This design comes from an exercise in tuning for small area and a short achievable clock period on the open sky130 flow, not from production work.
The RTL was checked by simulation tests, not by an equivalence proof against the original design.
No activity file was given, so power comes from the tool's default toggle rates.

Setup of run a:
## singlecycle
module singlecycle(
  input  wire        i_clk,
  input  wire        i_rst,
  input  wire [31:0] i_io_sw,
  input  wire [31:0] i_io_btn,
  output wire [31:0] o_imem_addr,
  input  wire [31:0] i_imem_data,
  output wire [31:0] o_pc_debug,
  output wire        o_insn_vld,
  output wire [31:0] o_io_ledg,
  output wire [31:0] o_io_ledr,
  output wire [31:0] o_io_lcd,
  output wire [6:0]  o_io_hex0,
  output wire [6:0]  o_io_hex1,
  output wire [6:0]  o_io_hex2,
  output wire [6:0]  o_io_hex3,
  output wire [6:0]  o_io_hex4,
  output wire [6:0]  o_io_hex5,
  output wire [6:0]  o_io_hex6,
  output wire [6:0]  o_io_hex7
);
  logic [31:0] pc, pc_dbg;
  logic        vld;
  wire  [31:0] ins = i_imem_data;
  assign o_imem_addr = pc;
  wire [6:0] op  = ins[6:0];
  wire [2:0] f3  = ins[14:12];
  wire [4:0] rs1a = ins[19:15];
  wire [4:0] rs2a = ins[24:20];
  wire [4:0] rda  = ins[11:7];
  wire is_load  = (op == 7'b0000011);
  wire is_store = (op == 7'b0100011);
  wire is_r     = (op == 7'b0110011);
  wire is_br    = (op == 7'b1100011);
  wire is_i     = (op == 7'b0010011);
  wire is_jal   = (op == 7'b1101111);
  wire is_jalr  = (op == 7'b1100111);
  wire is_lui   = (op == 7'b0110111);
  wire is_auipc = (op == 7'b0010111);
  wire insn_vld = is_load | is_store | is_r | is_br | is_i | is_jal | is_jalr | is_lui | is_auipc;
  ...
Size: about 9300 cells after synthesis, ~320 I/O pins, roughly 140000 um^2 of cells after synthesis.
Settings: LEC_CHECK=0, CAP_MARGIN=20, CORE_MARGIN=2, CORE_UTILIZATION=60, CTS_CLUSTER_DIAMETER=80, CTS_CLUSTER_SIZE=24, SETUP_SLACK_MARGIN=5, SLEW_MARGIN=20, SYNTH_HIERARCHICAL=1, SYNTH_MINIMUM_KEEP_SIZE=0; clock period 15.0 ns.
standard.sh (not shown) runs the stock make flow with config.mk's settings and CLKGATE_MAP_FILE= SYNTH_SCRIPT=/design/flow/synth_recipe.tcl, a recipe that flattens the netlist after the stock synthesis.
==> flow/flow/run.sh <==
#!/bin/bash
set -euo pipefail
LATE_MARGIN=6.5

bash standard.sh synth floorplan > flow_1_synth_floorplan.log 2>&1

# the make command of standard.sh, without its setup margin
MK=$(grep '^make ' standard.sh | sed -e 's/ "\${@:-finish}"$//' -e 's/ SETUP_SLACK_MARGIN=[^ ]*//')
eval "$MK SETUP_SLACK_MARGIN=5 'BUFFER_PORTS_ARGS=-buffer_cell sky130_fd_sc_hd__buf_2' place" > flow_2_place.log 2>&1
eval "$MK SETUP_SLACK_MARGIN=$LATE_MARGIN cts"    > flow_3_cts.log 2>&1
eval "$MK SETUP_SLACK_MARGIN=$LATE_MARGIN route"  > flow_4_route.log 2>&1
eval "$MK SETUP_SLACK_MARGIN=$LATE_MARGIN finish" > flow_5_finish.log 2>&1

# nothing left to make; standard.sh writes out/final.def
bash standard.sh finish > flow_6_write_def.log 2>&1
From the logs: run a reached the end of the flow and failed the layout checks with slew limit.
Modified inputs, run b compared to run a
-- flow/design.v --
<<< run a, line 8
  ao8  u1 (.s(s[16:9]),  .d(d[16:9]),  .y(p[1]));
  ao8  u2 (.s(s[24:17]), .d(d[24:17]), .y(p[2]));
  ao8  u3 (.s({1'b0, s[31:25]}), .d({1'b0, d[31:25]}), .y(p[3]));
  or4x uo (.a(p), .y(y));
endmodule
>>> run b, line 8
  ao8  u1 (.s(s[16:9]),  .d(d[16:9]),  .y(p[1]));
  ao8  u2 (.s(s[24:17]), .d(d[24:17]), .y(p[2]));
  ao7  u3 (.s(s[31:25]), .d(d[31:25]), .y(p[3]));
  or4x uo (.a(p), .y(y));
endmodule
<<< run a, line 95
  assign y = |(s & d);
endmodule
module g_nor2 (
  input  logic a, b,
>>> run b, line 95
  assign y = |(s & d);
endmodule
module ao7 (
  input  logic [6:0] s,
  input  logic [6:0] d,
  output logic       y
);
  assign y = |(s & d);
endmodule
module g_nor2 (
  input  logic a, b,
<<< run a, line 142
);
  assign y = (|(s & d)) | a | e | f;
endmodule
module and4x (
>>> run b, line 149
);
  assign y = (|(s & d)) | a | e | f;
endmodule
module wb_ao (
  input  logic [8:0] s,
  input  logic [8:0] d,
  output logic       y
);
  assign y = |(s & d);
endmodule
module and4x (
<<< run a, line 409
        sg[r][s2] = ((r >= 1) && ld_b && (off == s2)) || ((r >= 2) && ld_h && (off + 1 == s2));
      end
  function automatic logic [31:0] seg_align(input logic [31:0] w, input logic [15:0] tkv,
                                            input logic [15:0] sgv);
    for (int r = 0; r < 4; r++) begin
      logic [7:0] byt;
>>> run b, line 423
        sg[r][s2] = ((r >= 1) && ld_b && (off == s2)) || ((r >= 2) && ld_h && (off + 1 == s2));
      end
  wire [31:0] segw = ({32{in_seg0}} & seg[31:0]) | ({32{in_seg1}} & seg[63:32]);
  logic [31:0] ld_io;
  always_comb begin
    for (int r = 0; r < 4; r++) begin
      logic [7:0] byt;
<<< run a, line 417
      sb7 = 1'b0;
      for (int s2 = 0; s2 < 4; s2++) begin
        byt = byt | ({8{tkv[4*r + s2]}} & w[8*s2 +: 8]);
        sb7 = sb7 | (sgv[4*r + s2] & w[8*s2 + 7]);
      end
      seg_align[8*r +: 8] = byt | {8{sb7}};
    end
  endfunction
  wire [15:0] tkp = {tk[3], tk[2], tk[1], tk[0]};
  wire [15:0] sgp = {sg[3], sg[2], sg[1], sg[0]};
  wire [31:0] seg0_v = seg_align(seg[31:0], tkp, sgp);
  wire [31:0] seg1_v = seg_align(seg[63:32], tkp, sgp);
  wire [7:0] io_sel = {is_auipc, {in_btn, in_sw, in_lcd, in_seg1, in_seg0, in_ledg, in_ledr} & {7{is_load}}};
  logic [31:0] ld_io;
  generate
    for (b = 0; b < 32; b++) begin : g_ldio
      wire [31:0] ledr_w = {15'b0, ledr};
      wire [31:0] ledg_w = {24'b0, ledg};
      wire [31:0] sw_w   = {14'b0, i_io_sw[17:0]};
      wire [31:0] btn_w  = {22'b0, i_io_btn[9:0]};
      ao8 u (.s(io_sel),
             .d({pct[b], btn_w[b], sw_w[b], lcd[b], seg1_v[b], seg0_v[b], ledg_w[b], ledr_w[b]}),
             .y(ld_io[b]));
    end
  endgenerate
  logic [3:0] tkm [4];
  logic [3:0] sgm;        
>>> run b, line 432
      sb7 = 1'b0;
      for (int s2 = 0; s2 < 4; s2++) begin
        byt = byt | ({8{tk[r][s2]}} & segw[8*s2 +: 8]);
        sb7 = sb7 | (sg[r][s2] & segw[8*s2 + 7]);
      end
      ld_io[8*r +: 8] = byt | {8{sb7}};
    end
    ld_io = ld_io | ({32{is_load & in_ledr}} & {15'b0, ledr})
                  | ({32{is_load & in_ledg}} & {24'b0, ledg})
                  | ({32{is_load & in_lcd}}  & lcd)
                  | ({32{is_load & in_sw}}   & {14'b0, i_io_sw[17:0]})
                  | ({32{is_load & in_btn}}  & {22'b0, i_io_btn[9:0]});
  end
  logic [3:0] tkm [4];
  logic [3:0] sgm;        
<<< run a, line 451
  wire [31:0] pc4 = pc + 32'd4;
  wire alu_op = is_r | is_i;
  logic [7:0] wsl;
  always_comb begin
    wsl[0] = alu_op && f3 == 3'b000;       
>>> run b, line 454
  wire [31:0] pc4 = pc + 32'd4;
  wire alu_op = is_r | is_i;
  logic [8:0] wsl;
  always_comb begin
    wsl[0] = alu_op && f3 == 3'b000;       
<<< run a, line 461
    wsl[6] = is_jal | is_jalr;             
    wsl[7] = is_lui;
  end
  wire slt_wb = alu_op && f3[2:1] == 2'b01 && less;
>>> run b, line 464
    wsl[6] = is_jal | is_jalr;             
    wsl[7] = is_lui;
    wsl[8] = is_auipc;
  end
  wire slt_wb = alu_op && f3[2:1] == 2'b01 && less;
<<< run a, line 466
  generate
    for (b = 0; b < 32; b++) begin : g_wbe
      ao8 u (
        .s(wsl),
        .d({imm_u[b], pc4[b], rs1[b] & opb[b], rs1[b] | opb[b], shr_w[b],
            rs1[b] ^ opb[b], shl[b], madd[b]}),
        .y(wb_e[b]));
>>> run b, line 470
  generate
    for (b = 0; b < 32; b++) begin : g_wbe
      wb_ao u (
        .s(wsl),
        .d({pct[b], imm_u[b], pc4[b], rs1[b] & opb[b], rs1[b] | opb[b], shr_w[b],
            rs1[b] ^ opb[b], shl[b], madd[b]}),
        .y(wb_e[b]));
Run b completed every stage of the flow, and the final layout passed the timing, DRC and antenna checks.
Relative to run a, synthesized netlist cell count has decreased by 1.0% in run b.
Run b vs run a, maximum number of pins on one net before global-route repair went up by 6.
Per the comparison of run b with run a, post-route clock period utilization about even, non-clock buffer count fell 22%, synthesized area divided by synthesized cell count rose 0.35%, setup slack rose 0.019 ns, cell area after layout fell about 3%.
Final estimated routing congestion in global placement essentially unchanged between run b and run a.
Of the two candidates, run a has the worse leakage power summed over all cells and run b the better one.
Utilization after layout: lower on run b
Run b vs run a: combinational power down by more than 10%
Proportion of power drawn by combinational gates | run b below run a

* * *

Another version of the RTL of singlecycle (not shown whole).
Size: about 320 I/O pins, roughly 0.14 mm^2 of cells after synthesis.
==> flow/design.v (excerpt) <==
module singlecycle(
  input  wire        i_clk,
  input  wire        i_rst,
  input  wire [31:0] i_io_sw,
  input  wire [31:0] i_io_btn,
  output wire [31:0] o_imem_addr,
  input  wire [31:0] i_imem_data,
  output wire [31:0] o_pc_debug,
  output wire        o_insn_vld,
  output wire [31:0] o_io_ledg,
  output wire [31:0] o_io_ledr,
  output wire [31:0] o_io_lcd,
  output wire [6:0]  o_io_hex0,
  output wire [6:0]  o_io_hex1,
  output wire [6:0]  o_io_hex2,
  output wire [6:0]  o_io_hex3,
  output wire [6:0]  o_io_hex4,
  output wire [6:0]  o_io_hex5,
  output wire [6:0]  o_io_hex6,
  output wire [6:0]  o_io_hex7
);
export LEC_CHECK = 0
export CAP_MARGIN = 20
export CORE_MARGIN = 2
export CORE_UTILIZATION = 60
export CTS_CLUSTER_DIAMETER = 80
export CTS_CLUSTER_SIZE = 24
export SETUP_SLACK_MARGIN = 5
export SLEW_MARGIN = 20
export SYNTH_HIERARCHICAL = 1
export SYNTH_MINIMUM_KEEP_SIZE = 0
create_clock -name core_clock -period 15.0 [get_ports {i_clk}]
==> flow/flow/run.sh <==
#!/bin/bash
set -euo pipefail
LATE_MARGIN=6.5

bash standard.sh synth floorplan > flow_1_synth_floorplan.log 2>&1

# the make command of standard.sh, without its setup margin
MK=$(grep '^make ' standard.sh | sed -e 's/ "\${@:-finish}"$//' -e 's/ SETUP_SLACK_MARGIN=[^ ]*//')
eval "$MK SETUP_SLACK_MARGIN=5 'BUFFER_PORTS_ARGS=-buffer_cell sky130_fd_sc_hd__buf_2' place" > flow_2_place.log 2>&1
eval "$MK SETUP_SLACK_MARGIN=$LATE_MARGIN SKIP_GATE_CLONING=1 cts"    > flow_3_cts.log 2>&1
eval "$MK SETUP_SLACK_MARGIN=$LATE_MARGIN SKIP_GATE_CLONING=1 route"  > flow_4_route.log 2>&1
eval "$MK SETUP_SLACK_MARGIN=$LATE_MARGIN SKIP_GATE_CLONING=1 finish" > flow_5_finish.log 2>&1

# nothing left to make; standard.sh writes out/final.def
bash standard.sh finish > flow_6_write_def.log 2>&1
Change:
--- a/flow/design.v
+++ b/flow/design.v
@@ -19,27 +19,12 @@
   ao8  u0 (.s(s[8:1]),   .d(d[8:1]),   .y(p[0]));
   ao8  u1 (.s(s[16:9]),  .d(d[16:9]),  .y(p[1]));
   ao8  u2 (.s(s[24:17]), .d(d[24:17]), .y(p[2]));
   ao8  u3 (.s(s[32:25]), .d(d[32:25]), .y(p[3]));
   or4x uo (.a(p), .y(y));
 endmodule
-module dec2 (
-  input  logic [1:0] a,
-  output logic [3:0] y
-);
-  always_comb
-    for (int k = 0; k < 4; k++) y[k] = (a == k);
-endmodule
-module dec3e (
-  input  logic [2:0] a,
-  input  logic       en,
-  output logic [7:0] y
-);
-  always_comb
-    for (int k = 0; k < 8; k++) y[k] = en && (a == k);
-endmodule
 module add33 (
   input  logic [31:0] a,
   input  logic [31:0] b,
   input  logic        ci,
   output logic [32:0] s
 );
@@ -228,23 +213,17 @@
       assign rfq[g]  = q;
       assign rf_v[g] = v;
     end
   endgenerate
   wire use_rs2 = ins[5] & ~ins[3] & ~ins[2];
   wire [31:0] imm_i_w = imm_i;
-  logic [3:0] d1lo, d2lo;
-  logic [7:0] d1hi, d2hi;
-  dec2  u_d1lo (.a(rs1a[1:0]), .y(d1lo));
-  dec3e u_d1hi (.a(rs1a[4:2]), .en(1'b1), .y(d1hi));
-  dec2  u_d2lo (.a(rs2a[1:0]), .y(d2lo));
-  dec3e u_d2hi (.a(rs2a[4:2]), .en(use_rs2), .y(d2hi));
   logic [31:1] s1, s2;
   always_comb
     for (int k = 1; k < 32; k++) begin
-      s1[k] = rf_v[k] & d1lo[k % 4] & d1hi[k / 4];
-      s2[k] = rf_v[k] & d2lo[k % 4] & d2hi[k / 4];
+      s1[k] = rf_v[k] && (rs1a == k);
+      s2[k] = rf_v[k] && (rs2a == k) && use_rs2;
     end
   logic [31:0] rs1, opb;
   generate
     for (b = 0; b < 32; b++) begin : g_rfrd
       logic [31:1] col;
       for (g = 1; g < 32; g++) begin : g_c
After rerunning: Synthesized cell count climbs by about 0.33%. Maximum frequency hardly moves. Total power went up by about 1.4%. Final cell count came out higher by 0.41%. Setup slack improves by 0.011 ns. Sequential share of layout area went down by 0.21 points. Combinational power increases by about 3%. Design area is higher by about 0.34%. Register-to-register slack gets better by 0.10 ns. Worst hold slack gains 0.021 ns.

-- re-timing with driven ports --
In the flow no input, the clock included, has a driving cell. The finished layouts below were timed again as built, in two steps.
Step 1 assumes that a clkbuf_16 drives the clock port and a buf_2 every other input.
Step 2 moves the port delays by t, midway between the first and last clock arrival at a register: inputs arrive t later, outputs are due t later. That takes back most of the time a late clock gives input paths.
a / b / c = ideal / step 1 / step 2; a / b = the first two.
| run | shift t [ns] | slack for setup (ns) | slew at the worst register clock pin (ns) |
|---|---|---|---|
| run a | 0.971 | 6.185 / 6.209 / 5.239 | 0.11 / 0.11 |
| run b | 0.973 | 6.204 / 6.244 / 5.272 | 0.10 / 0.10 |
| the first run of note 2 | 0.977 | 6.213 / 6.203 / 5.226 | 0.11 / 0.11 |
| the second run of note 2 | 0.966 | 6.225 / 6.282 / 5.316 | 0.10 / 0.10 |
For the first run of note 2, which loses most, drivers alone change the setup slack by -0.010 ns; drivers and shift together by -0.987 ns.
